Context: an optimization exercise on an open-source flow, tuned for small area, a short achievable clock period and few clock cycles per item. The choices shown serve that exercise and are no tape-out recipe.
Function was checked by simulation only, so behaviour that the tests miss may differ from the original.

==> flow/design.v, too long to show whole: its modules and the start of the top module <==
// module murmur: 39 lines
// module murmur_mul1: 847 lines
// module murmur_mul2: 799 lines
// module murmur_fa: 10 lines
// module murmur_ha: 9 lines
// module murmur_pg: 11 lines
// module murmur_g: 8 lines
// module murmur_multi: 37 lines
module murmur_multi#(
    parameter NUM_HASHER = 4
)(
    input logic clk,
    input logic resetn,
    output logic [NUM_HASHER-1:0] in_ready,
    input logic [NUM_HASHER-1:0] [63:0] in_data,
    input logic [NUM_HASHER-1:0] in_valid,
    input logic [NUM_HASHER-1:0] in_last_processed,
    input logic [NUM_HASHER-1:0] [63:0] in_serialnum,
    input logic [NUM_HASHER-1:0] out_ready,
    output logic [NUM_HASHER-1:0] [63:0] out_tuple,
    output logic [NUM_HASHER-1:0] [31:0] out_tag,
    output logic [NUM_HASHER-1:0] out_valid,
    output logic [NUM_HASHER-1:0] out_last_processed,
    output logic [NUM_HASHER-1:0] [63:0] out_serialnum
    );
  // ...
==> flow/flow/run.sh <==
#!/bin/bash
# The standard layout, with plain buf_1 cells as the port buffers (buffer_ports
# otherwise picks clkdlybuf4s50_1 delay cells). Every port is still buffered.
set -euo pipefail
export BUFFER_PORTS_ARGS="-buffer_cell sky130_fd_sc_hd__buf_1"
bash standard.sh > standard.log 2>&1
==> flow/standard.sh <==
#!/bin/bash
# synth_recipe.tcl (not shown) runs the flow's synth.tcl, then flattens the netlist and writes it again
# the make line also repeats each setting of config.mk as NAME=value (left out here)
make -C /OpenROAD-flow-scripts/flow DESIGN_CONFIG=/design/flow/config.mk WORK_HOME=/design/flow/orfs CLKGATE_MAP_FILE= SYNTH_SCRIPT=/design/flow/synth_recipe.tcl "${@:-finish}"
==> flow/config.mk <==
export PLATFORM = sky130hd
export DESIGN_NAME = murmur_multi
export DESIGN_NICKNAME = murmur_multi
export VERILOG_FILES = /design/flow/design.v
export SDC_FILE = /design/flow/constraint.sdc
export NUM_CORES = 4
export LEC_CHECK = 0
export CAP_MARGIN = 20
export CORE_MARGIN = 2
export CORE_UTILIZATION = 55
export SETUP_SLACK_MARGIN = 1.05
export SLEW_MARGIN = 20
export SYNTH_HIERARCHICAL = 1
export SYNTH_MINIMUM_KEEP_SIZE = 0
export TNS_END_PERCENT = 10
==> flow/constraint.sdc <==
create_clock -name core_clock -period 8.0 [get_ports {clk}]
set_input_delay 1.6000 -clock core_clock [delete_from_list [all_inputs] [get_ports {clk}]]
set_output_delay 1.6000 -clock core_clock [all_outputs]
set_load 0.01 [all_outputs]
==> impl_metrics.yaml, run 1 <==
timing:
  period_share: 0.887
  worst_slack_ns: 0.905
  fin_setup_tns_ns: 0
  fin_skew_ns: 0
  slew_headroom: 0.284
die:
  die_w_um: 331
  rows: 119
  start_util: 0.556
status:
  status: "timing/DRC/antenna clean"
logic_synthesis:
  synthTopCellsByCount: "fa_1 (1356), edfxtp_1 (644), inv_1 (420), xor2_1 (368), ha_1 (264)"
  synth_edf_count: 644
  synth-compound-area-share: 0.0420
global_route:
  busiest_layer: "met2"
  grtUsageMet2: 0.599
  grt_max_degree: 83
  grtUsageMet1: 0.556
  grt_pass1_vias: 41210
critical_path:
  crit_buf_inv: 3
  r2r_end: "lane[0].murmur_inst.out_valid"
  critPathKind: "flip-flop to primary output"
  path_max_fanout: 3
layout:
  drive_gt1_frac: 0.136
  final_nets: 7430
  area_growth_pct: 21.6
  largest_cell_class: "multi-input combinational cells"
  instances_no_fill: 6772
routing:
  highest_layer: "met5"
  dr.pass1.iters: 6
  ant_nets: 0
clock_tree:
  insertion_delay_ns: 0.68
  cts_resized: 185
worst_hold_path:
  hold_class: "flip-flop to flip-flop"
  holdPathStages: 2
placed_design:
  pre_cts_slack_ns: 0.785
Testbench counts, summed over its fixed seeds: cycles 12,008, items 48,000.
==> run 2: changes to the inputs <==
--- a/flow/config.mk
+++ b/flow/config.mk
@@ -8,6 +8,6 @@
 export CAP_MARGIN = 20
 export CORE_MARGIN = 2
-export CORE_UTILIZATION = 55
-export SETUP_SLACK_MARGIN = 1.05
+export CORE_UTILIZATION = 50
+export SETUP_SLACK_MARGIN = 0.9
 export SLEW_MARGIN = 20
 export SYNTH_HIERARCHICAL = 1
==> run 2 against run 1 <==
Die area up 9.9%. Critical path depth up 1. Clock skew unchanged. Cell area up 0.16%. Register-to-register slack better by 0.06 ns. Clock-buffer cell count up 6. Hold slack worse by 0.028 ns. Core utilization down 6.1 points. Via count down 5.0%. Final cell count up 2.1%. Critical endpoint is now out_tag[110]. Largest cell class unchanged.
==> impl_metrics.yaml, run 2 <==
clock_tree:
  htreeDepth: 3
  clk_pin_slew_ns: 0.06
  hold_buffers: 0
  cts_tree: "done"
  insertion_delay_ns: 0.67
  cts-root-buf: "clkbuf_16"
  numCtsBuffers: 75
  cts_buffer_depth: 3
  clock_sinks: 648
die:
  ios: 1178
  rows: 125
  die_w_um: 347
  start_util: 0.505
  fp.dieH_um: 347
  die_area_um2: 120000
  core_area_um2: 116000
timing:
  fin_skew_ns: 0
  setup_viol: 0
  slew_headroom: 0.327
  worst_pin_slew_ns: 1.01
  final-hold-violation-count: 0
  fmax_ghz: 0.141
  finalMaxSlewViolations: 0
  rsz0062_at_grt: "yes"
  period_share: 0.886
  period_minus_slack_ns: 7.09
  fin_setup_tns_ns: 0
critical_path:
  critPathKind: "flip-flop to primary output"
  arrival_ns: 5.49
  critPathLaunchType: "flip-flop"
  path_max_fanout: 5
  endpoint_kind: "primary output"
  cp_data_required_time_ns: 6.40
logic_synthesis:
  synth.most_common_cell: "fa_1"
  synth_flop_cell: "edfxtp_1"
  ys_seq_area_frac: 0.330
  synth.avg_cell_area_um2: 16.0
  yosysTopAreaCellShare: 0.462
  netlist_area_um2: 58800
  synth-warning-count: 7
  synthCells: 3664
  synth_area_leaders: "fa_1 (46%), edfxtp_1 (33%), ha_1 (5.6%)"
  ys_seq_elements: 648
  synth_edf_count: 644
  postSynth.asyncResetShare: 0
  yosys.area.top_type: "fa_1"
  ys_types: 38
  synthTopCellsByCount: "fa_1 (1356), edfxtp_1 (644), inv_1 (420), xor2_1 (368), ha_1 (264)"
worst_hold_path:
  hold_class: "flip-flop to flip-flop"
placed_design:
  place_inst: 6465
  port_buffers: 1177
  place_hpwl_um: 183000
  gp_congestion: 1.03
layout:
  regArea_um2: 19400
  final_nets: 7453
  final_core_util: 0.615
  drive_gt1_frac: 0.132
  final_common_cell: "fa_1"
  instances_no_fill: 6911
  largestRegisters: "lane.murmur_inst.data_q x256, lane.murmur_inst.out_serialnum x256, lane.murmur_inst.h2_q x128"
  final_cell_mix: "fa_1 (1316), buf_1 (1162), edfxtp_1 (644), buf_4 (361), xor2_1 (352)"
  fillerInstances: 9202
  multi_input_area_um2: 38400
  area_growth_pct: 21.8
status:
  status: "timing/DRC/antenna clean"
routing:
  drt_iter0_markers: 2922
  ant_nets: 0
  dr.pass1.iters: 5
  wl_um: 214000
  drcViolationCount: 0
  vias: 37480
  vias_per_cell: 5.42
  post_drt_wl_per_cell_um: 31.0
run:
  maxCapViolations: 0
global_route:
  grt_pass1_wl_um: 301000
  antenna_found_initial: 56
  grt_overflow: 0
  track_usage: 0.361
  grt_max_degree: 75
  grt_pass1_vias: 41115
==> run 2: changes by cell type in the layout (fill, tap and decap cells not counted), sizes merged <==
cell      before   now
clkinvlp      71    64
clkbuf        92    97
inv          361   364
bufinv         4    10
buf         1531  1554
clkinv        33    26
diode         37    20
==> run 2: metrics by stage <==
stage / setup WS [ns] / hold WS (ns) / area (um^2)
2_1_floorplan: 1.43 / 0.538 / 58900
3_3_place_gp: 0.668 / 0.497 / 65800
3_5_place_dp: 0.599 / 0.503 / 65800
4_1_cts: 0.841 / 0.518 / 70800
5_1_grt: 0.734 / 0.546 / 71600
6_report: 0.915 / 0.512 / 71600
==> run 2: routing by layer <==
metal,global-route usage,share of wire
met4,0.211,0.072
met1,0.443,0.36
met5,0,0.0012
met2,0.570,0.47
met3,0.107,0.091
==> run 2: layout make-up <==
type | count | area share
diodes | 20 | 0.000699
clock buffers | 93 | 0.0276
clock inverters | 44 | 0.00820
inverters | 420 | 0.0253
multi-input cells | 2604 | 0.536
flip-flops and latches | 648 | 0.271
well taps | 1524 | 0.0266
repair buffers | 1558 | 0.104
==> run 2: repair_timing <==
item | in CTS | in global routing
endpoints found under the setup margin | 72 | 43
gates resized for setup | 122 | 72
setup buffers | 232 | 57
pin swaps | 16 | 20
==> run 2: critical path, stage by stage, from the launching register on <==
cell and delay (ns):
edfxtp_1 0.51, buf_4 0.20, fa_1 0.42, fa_1 0.39, fa_1 0.48, fa_1 0.54, ha_4 0.23, a21o_1 0.17
a21o_1 0.17, a21o_1 0.18, a21o_1 0.20, a21o_2 0.26, a21o_4 0.25, a21o_1 0.19, xor2_2 0.21, xor2_1 0.23
buf_2 0.18
==> run 2: worst paths after layout <==
kind / cells past startpoint / slack (ns) / to / startpoint
max: 16 / 0.91 / out_tag[110] / lane[3].murmur_inst.h2_q[13]
min: 2 / 0.51 / lane[0].murmur_inst.out_valid / lane[0].murmur_inst.out_valid
max reg2reg: 2 / 7.40 / lane[2].murmur_inst.out_valid / lane[2].murmur_inst.out_valid
min reg2reg: 2 / 0.51 / lane[0].murmur_inst.out_valid / lane[0].murmur_inst.out_valid
==> run 2: per-module statistics from Yosys, one instance, submodules excluded, a selection <==
| module | cells inside | copies in the design |
|---|---|---|
| murmur_pg | 2 | 108 |
| murmur_ha | 1 | 108 |
| murmur_fa | 1 | 1308 |
| murmur_mul2 | 90 | 4 |
| murmur_mul1 | 172 | 4 |
| murmur_g | 1 | 120 |
| murmur | 216 | 4 |
==> run 2: kinds of logic after synthesis <==
kind of cell / after synthesis / synth area share
adder cells (fa/ha/maj): 1620 / 0.518
flip-flops: 648 / 0.330
buffers and inverters: 436 / 0.0289
XOR/XNOR: 384 / 0.0572
AO/OA/AOI/OAI: 340 / 0.0420
AND/OR/NAND/NOR: 228 / 0.0227
other: 4 / 0.000255
multiplexers: 4 / 0.000681
==> run 3: changes to the inputs <==
--- a/flow/config.mk
+++ b/flow/config.mk
@@ -8,5 +8,6 @@
 export CAP_MARGIN = 20
 export CORE_MARGIN = 2
-export CORE_UTILIZATION = 50
+export CORE_UTILIZATION = 55
+export PLACE_DENSITY = 0.5
 export SETUP_SLACK_MARGIN = 0.9
 export SLEW_MARGIN = 20
==> run 3 against run 2 <==
Final cell count fell by 2.3%. Flip-flop and latch count did not move. Cell area fell by 0.82%. Via count rose by 5.1%. Maximum frequency fell by 2.2%. Area after synthesis did not move. Core utilization rose by 5.6 points. Die area fell by 9.0%. Critical path type unchanged.
==> impl_metrics.yaml, run 3 <==
global_route:
  grtUsageMet2: 0.594
  grt_pass1_vias: 40479
  met3_usage: 0.289
  antenna_found_initial: 72
  grt_overflow: 0
  track_usage: 0.454
  grt_max_degree: 88
  busiest_layer: "met2"
  grt_pass1_wl_um: 326000
  grtUsageMet1: 0.572
worst_hold_path:
  holdPathStages: 2
  hold_class: "flip-flop to flip-flop"
layout:
  largestRegisters: "lane.murmur_inst.data_q x256, lane.murmur_inst.out_serialnum x256, lane.murmur_inst.h2_q x128"
  final_cell_mix: "fa_1 (1328), buf_1 (1163), edfxtp_1 (644), inv_1 (351), xor2_1 (349)"
  area_growth_pct: 20.8
  instances_no_fill: 6751
  drive_gt1_frac: 0.123
  final_nets: 7416
  final_common_cell: "fa_1"
timing:
  fmax_ghz: 0.138
  fin_skew_ns: 0
  setup_viol: 0
  finalMaxSlewViolations: 0
  period_share: 0.905
  final-hold-violation-count: 0
  period_minus_slack_ns: 7.24
  worst_pin_slew_ns: 1.07
  whs_ns: 0.526
  fin_setup_tns_ns: 0
  worst_slack_ns: 0.758
  slew_headroom: 0.286
  rsz0062_at_grt: "yes"
critical_path:
  critPathLaunchType: "flip-flop"
  cp_data_required_time_ns: 6.40
  path_max_fanout: 4
  endpoint_kind: "primary output"
  arrival_ns: 5.64
  rr_worst_depth: 2
  critPathKind: "flip-flop to primary output"
logic_synthesis:
  synthCells: 3664
  synth.most_common_cell: "fa_1"
  synthTopCellsByCount: "fa_1 (1356), edfxtp_1 (644), inv_1 (420), xor2_1 (368), ha_1 (264)"
  yosys.area.top_type: "fa_1"
  ys_seq_area_frac: 0.330
  postSynth.asyncResetShare: 0
  netlist_area_um2: 58800
  ys_types: 38
  synth.avg_cell_area_um2: 16.0
  synth_edf_count: 644
  yosysTopAreaCellShare: 0.462
  synth_area_leaders: "fa_1 (46%), edfxtp_1 (33%), ha_1 (5.6%)"
  synth_flop_cell: "edfxtp_1"
  synth-warning-count: 7
  ys_seq_elements: 648
clock_tree:
  clk_pin_slew_ns: 0.07
  cts-root-buf: "clkbuf_16"
  numCtsBuffers: 74
  insertion_delay_ns: 0.67
  cts_tree: "done"
  clock_sinks: 648
  htreeDepth: 3
  hold_buffers: 0
  cts_buffer_depth: 3
routing:
  drcViolationCount: 0
  wl_um: 246000
  post_drt_wl_per_cell_um: 36.4
  vias: 39398
  ant_nets: 0
  dr.pass1.iters: 5
  drt_iter0_markers: 4186
  vias_per_cell: 5.84
placed_design:
  place_inst: 6322
  pre_cts_slack_ns: 0.250
  gp_congestion: 1.04
  port_buffers: 1177
  place_hpwl_um: 213000
die:
  die_area_um2: 110000
  core_area_um2: 106000
  ios: 1178
  rows: 119
  fp.dieH_um: 331
  start_util: 0.556
  die_w_um: 331
run:
  maxCapViolations: 0
status:
  status: "timing/DRC/antenna clean"
[run 3: cell counts after synthesis]
Identical to the previous run, type by type.
[run 3: path summary, 6_finish.rpt]
kind	from	end	slack, ns
hold / removal	lane[0].murmur_inst.out_valid	lane[0].murmur_inst.out_valid	0.53
setup / recovery	lane[2].murmur_inst.h2_q[8]	out_tag[78]	0.76
hold reg to reg	lane[0].murmur_inst.out_valid	lane[0].murmur_inst.out_valid	0.53
setup reg to reg	lane[2].murmur_inst.out_valid	lane[2].murmur_inst.out_valid	7.35
[run 3: cell type report]
cell class / count / area (um^2)
Inverter: 420 / 1810
Fill cell: 7817 / 34700
Antenna cell: 33 / 82.6
Clock buffer: 91 / 1990
Tap cell: 1391 / 1740
Timing Repair Buffer: 1522 / 7250
Clock inverter: 42 / 455
Sequential cell: 648 / 19400
Multi-Input combinational cell: 2604 / 38300
[run 3: kinds of logic after synthesis]
logic type | share of synthesized area
adders and majority gates | 0.518
muxes | 0.000681
AOI/OAI and AO/OA | 0.0420
DFF | 0.330
and+or+nand+nor | 0.0227
buffers and inverters | 0.0289
xor gates and xnor gates | 0.0572
other | 0.000255
[run 3: layer usage]
metal  wire (um)  share of wire  vias to the layer above
met5         703         0.0029                        -
met4       17200          0.070                       62
met3       43700           0.18                      634
met2       98800           0.40                     2822
met1       85100           0.35                    20738
li1            -              -                    15142
[run 3: critical path, stage by stage (launching register included)]
cell and delay (ns):
edfxtp_1 0.55, clkinvlp_4 0.23, buf_4 0.18, fa_1 0.45, fa_2 0.36, fa_1 0.39, fa_1 0.47, fa_1 0.54
ha_4 0.22, and2_1 0.16, and2_1 0.17, a21o_4 0.24, buf_4 0.15, a21o_1 0.16, xor2_1 0.29, xor2_1 0.18
buf_1 0.20
[run 3: what timing repair did]
action | 4_1_cts | 5_1_grt
pin swaps | 18 | 31
setup buffers | 215 | 47
setup endpoints to repair | 74 | 57
resized for setup | 93 | 80
[run 3: through the flow]
step / util / cell area, um^2
after global placement: 0.620 / 65500
after global routing: 0.671 / 71000
after CTS: 0.663 / 70100
final: 0.672 / 71000
after detailed placement: 0.620 / 65500
after floorplan: - / 58900
[run 3: modules after synthesis (local to each module, per instance), excerpt]
module / flops+latches / copies in the design / cells / cell area, um^2
murmur_pg: 0 / 108 / 2 / 13.8
murmur_g: 0 / 120 / 1 / 7.51
murmur_mul2: 0 / 4 / 90 / 574
murmur_mul1: 0 / 4 / 172 / 1320
murmur: 162 / 4 / 216 / 5330
murmur_ha: 0 / 108 / 1 / 12.5
murmur_fa: 0 / 1308 / 1 / 20.0
==> run 4: changes to the inputs <==
--- a/flow/config.mk
+++ b/flow/config.mk
@@ -9,5 +9,4 @@
 export CORE_MARGIN = 2
 export CORE_UTILIZATION = 55
-export PLACE_DENSITY = 0.5
 export SETUP_SLACK_MARGIN = 0.9
 export SLEW_MARGIN = 20
==> run 4 against run 3 <==
Still clean. Flip-flop and latch count unchanged. Routed wire length increased by 2.5%. Global-route usage grew 1.2 points.
==> impl_metrics.yaml, run 4 <==
status:
  status: "timing/DRC/antenna clean"
logic_synthesis:
  synthCells: 3664
  yosys.area_share.simple: 0.0227
  synthTopCellsByCount: "fa_1 (1356), edfxtp_1 (644), inv_1 (420), xor2_1 (368), ha_1 (264)"
  synth_area_leaders: "fa_1 (46%), edfxtp_1 (33%), ha_1 (5.6%)"
  yosys.area.top_type: "fa_1"
  synth-compound-area-share: 0.0420
  synth_top_family_by_area: "adder cells"
  synth_xor_area_frac: 0.0572
  ys_seq_elements: 648
  synth_mux_area_frac: 0.000681
  netlist_area_um2: 58800
  synth_flop_cell: "edfxtp_1"
  synthAdderAreaFrac: 0.518
  synth_edf_count: 644
  synth-warning-count: 7
  yosysTopAreaCellShare: 0.462
  ys_seq_area_frac: 0.330
  synth.most_common_cell: "fa_1"
  synth.avg_cell_area_um2: 16.0
  postSynth.asyncResetShare: 0
  ys_types: 38
critical_path:
  crit_path_frequent_cell: "fa_1"
  cp_cell_sequence: "clkinvlp_4 -> buf_4 -> fa_1 -> fa_1 -> fa_2 -> fa_1 -> fa_1 -> ha_4 -> and2_1 -> and2_1 -> and2_1 -> a21o_1 -> xor2_2 -> xor2_1 -> buf_2"
  arrival_ns: 5.50
  cpPeakStageDelay_ns: 0.58
  worst_path_dominant_cell_family: "adder cells"
  slowest_stage: "fa_1"
  critPathKind: "flip-flop to primary output"
  critPathLaunchType: "flip-flop"
  path_max_fanout: 7
  regToRegSetupSlack_ns: 7.34
  crit_buf_inv: 3
  endpoint_kind: "primary output"
  cp_data_required_time_ns: 6.40
timing:
  final-hold-violation-count: 0
  fmax_ghz: 0.141
  fin_skew_ns: 0
  finalMaxSlewViolations: 0
  worst_slack_ns: 0.901
  period_minus_slack_ns: 7.10
  fin_setup_tns_ns: 0
  rsz0062_at_grt: "yes"
  setup_viol: 0
  worst_pin_slew_ns: 1.06
  slew_headroom: 0.292
  period_share: 0.887
die:
  rows: 119
  fp.dieH_um: 331
  die_area_um2: 110000
  start_util: 0.556
  die_w_um: 331
  core_area_um2: 106000
  ios: 1178
global_route:
  grt_overflow: 0
  grt_pass1_wl_um: 333000
  track_usage: 0.466
  grt_max_degree: 83
  grt_pass1_vias: 40861
  antenna_found_initial: 65
clock_tree:
  hold_buffers: 0
  numCtsBuffers: 74
  cts-root-buf: "clkbuf_16"
  clock_sinks: 648
  insertion_delay_ns: 0.68
  htreeDepth: 3
  clk_pin_slew_ns: 0.06
  cts_buffer_depth: 3
  cts_tree: "done"
placed_design:
  port_buffers: 1177
  place_hpwl_um: 219000
  pre_cts_slack_ns: 0.785
  placed_cell_area_um2: 65600
  gp_congestion: 1.09
routing:
  ant_nets: 0
  vias_per_cell: 5.84
  drcViolationCount: 0
  wl_um: 252000
  dr.pass1.iters: 5
  vias: 39479
  post_drt_wl_per_cell_um: 37.2
  drt_iter0_markers: 4244
layout:
  final_cell_mix: "fa_1 (1318), buf_1 (1156), edfxtp_1 (644), xor2_1 (347), inv_1 (347)"
  postLayoutCellArea_um2: 71200
  largestRegisters: "lane.murmur_inst.data_q x256, lane.murmur_inst.out_serialnum x256, lane.murmur_inst.h2_q x128"
  area_growth_pct: 21.2
  final_nets: 7418
  fillerInstances: 7824
  drive_gt1_frac: 0.130
  final_common_cell: "fa_1"
worst_hold_path:
  hold_class: "flip-flop to flip-flop"
run:
  maxCapViolations: 0
run 4: cell count changes in the layout (fill, tap and decap cells not counted), sizes merged:
cell and delta:
clkinv +7, diode +8, clkbuf +1, inv -1, buf -3, bufinv -1, clkinvlp +2
run 4: modules after synthesis, one instance, submodules excluded, a selection:
module	copies in the design	flops+latches
murmur_ha	108	0
murmur_g	120	0
murmur_pg	108	0
murmur_fa	1308	0
murmur	4	162
murmur_mul1	4	0
murmur_mul2	4	0
run 4: cells by family (layout without fill, tap and decap cells):
logic type,after synthesis,after routing
buffers and inverters,436,2080
DFF,648,648
other,4,69
and+or+nand+nor,228,228
muxes,4,4
AOI/OAI and AO/OA,340,340
xor gates and xnor gates,384,384
adders and majority gates,1620,1620
run 4: what timing repair did:
| action | in CTS | in global routing |
|---|---|---|
| endpoints found under the setup margin | 63 | 48 |
| resized for setup | 92 | 118 |
| pin swaps | 5 | 30 |
| buffers inserted | 196 | 66 |
run 4: layout make-up:
cell class,count,area [um^2],share of cell area
Inverter,420,1810,0.0254
Clock buffer,87,1920,0.0270
Sequential cell,648,19400,0.273
Tap cell,1391,1740,0.0244
Multi-Input combinational cell,2604,38500,0.540
Antenna cell,41,103,0.00144
Timing Repair Buffer,1524,7270,0.102
Clock inverter,49,502,0.00704
run 4: worst register-to-register path, stage by stage, from the launching register on:
cell and delay [ns]:
dfxtp_1 0.37, mux2i_1 0.09, nor2b_1 0.14
run 4: final timing paths:
| kind | startpoint | end | depth (start not counted) |
|---|---|---|---|
| max | lane[1].murmur_inst.h2_q[8] | out_tag[47] | 15 |
| min | lane[1].murmur_inst.out_valid | lane[1].murmur_inst.out_valid | 2 |
| max reg2reg | lane[0].murmur_inst.out_valid | lane[0].murmur_inst.out_valid | 2 |
| min reg2reg | lane[1].murmur_inst.out_valid | lane[1].murmur_inst.out_valid | 2 |
run 4: per-layer routing:
| metal | GRT usage | wire, um | up-vias |
|---|---|---|---|
| met3 | 0.340 | 48800 | 633 |
| met1 | 0.558 | 84700 | 20840 |
| li1 | - | - | 15152 |
| met2 | 0.598 | 99700 | 2808 |
| met4 | 0.272 | 17800 | 46 |
| met5 | 0.0443 | 729 | - |
run 4: per-stage QoR:
step / utilization / hold slack [ns] / std cells
2_1_floorplan: - / 0.538 / 3688
3_3_place_gp: 0.620 / 0.505 / 6325
3_5_place_dp: 0.620 / 0.522 / 6325
4_1_cts: 0.662 / 0.536 / 6657
5_1_grt: 0.674 / 0.567 / 6751
6_report: 0.674 / 0.542 / 6764

port drivers added, routing unchanged:
In the flow no input, the clock included, has a driving cell. The finished layouts below were timed again as built, in two steps. Step 1: set_driving_cell puts a clkbuf_16 on clk and a buf_2 on each other input, an assumption about the parent block. Step 2 adds t to the input delays and takes it off the output delays; t is the mean of the earliest and latest rising clock arrival at the registers after step 1. Input paths then give back, and output paths get back, about the clock's delay inside the block. a / b / c = ideal ports / drivers / drivers and shift; a / b = the first two.
run	t (ns)	slack for setup (ns)	worst hold slack (ns)	latest minus earliest clock arrival (ns)	cell pins on the clock port's net
run 1	0.746	0.905 / 0.819 / 0.646	0.540 / 0.540 / 0.540	0.044 / 0.044	1
run 2	0.760	0.915 / 0.830 / 0.568	0.512 / 0.512 / 0.512	0.038 / 0.037	1
run 3	0.752	0.758 / 0.674 / 0.577	0.526 / 0.526 / 0.526	0.047 / 0.047	1
run 4	0.746	0.901 / 0.817 / 0.680	0.542 / 0.542 / 0.542	0.052 / 0.051	1
After both steps setup and hold are still met in every run listed. For run 2, which loses most, drivers alone change the setup slack by -0.085 ns; drivers and shift together by -0.347 ns.
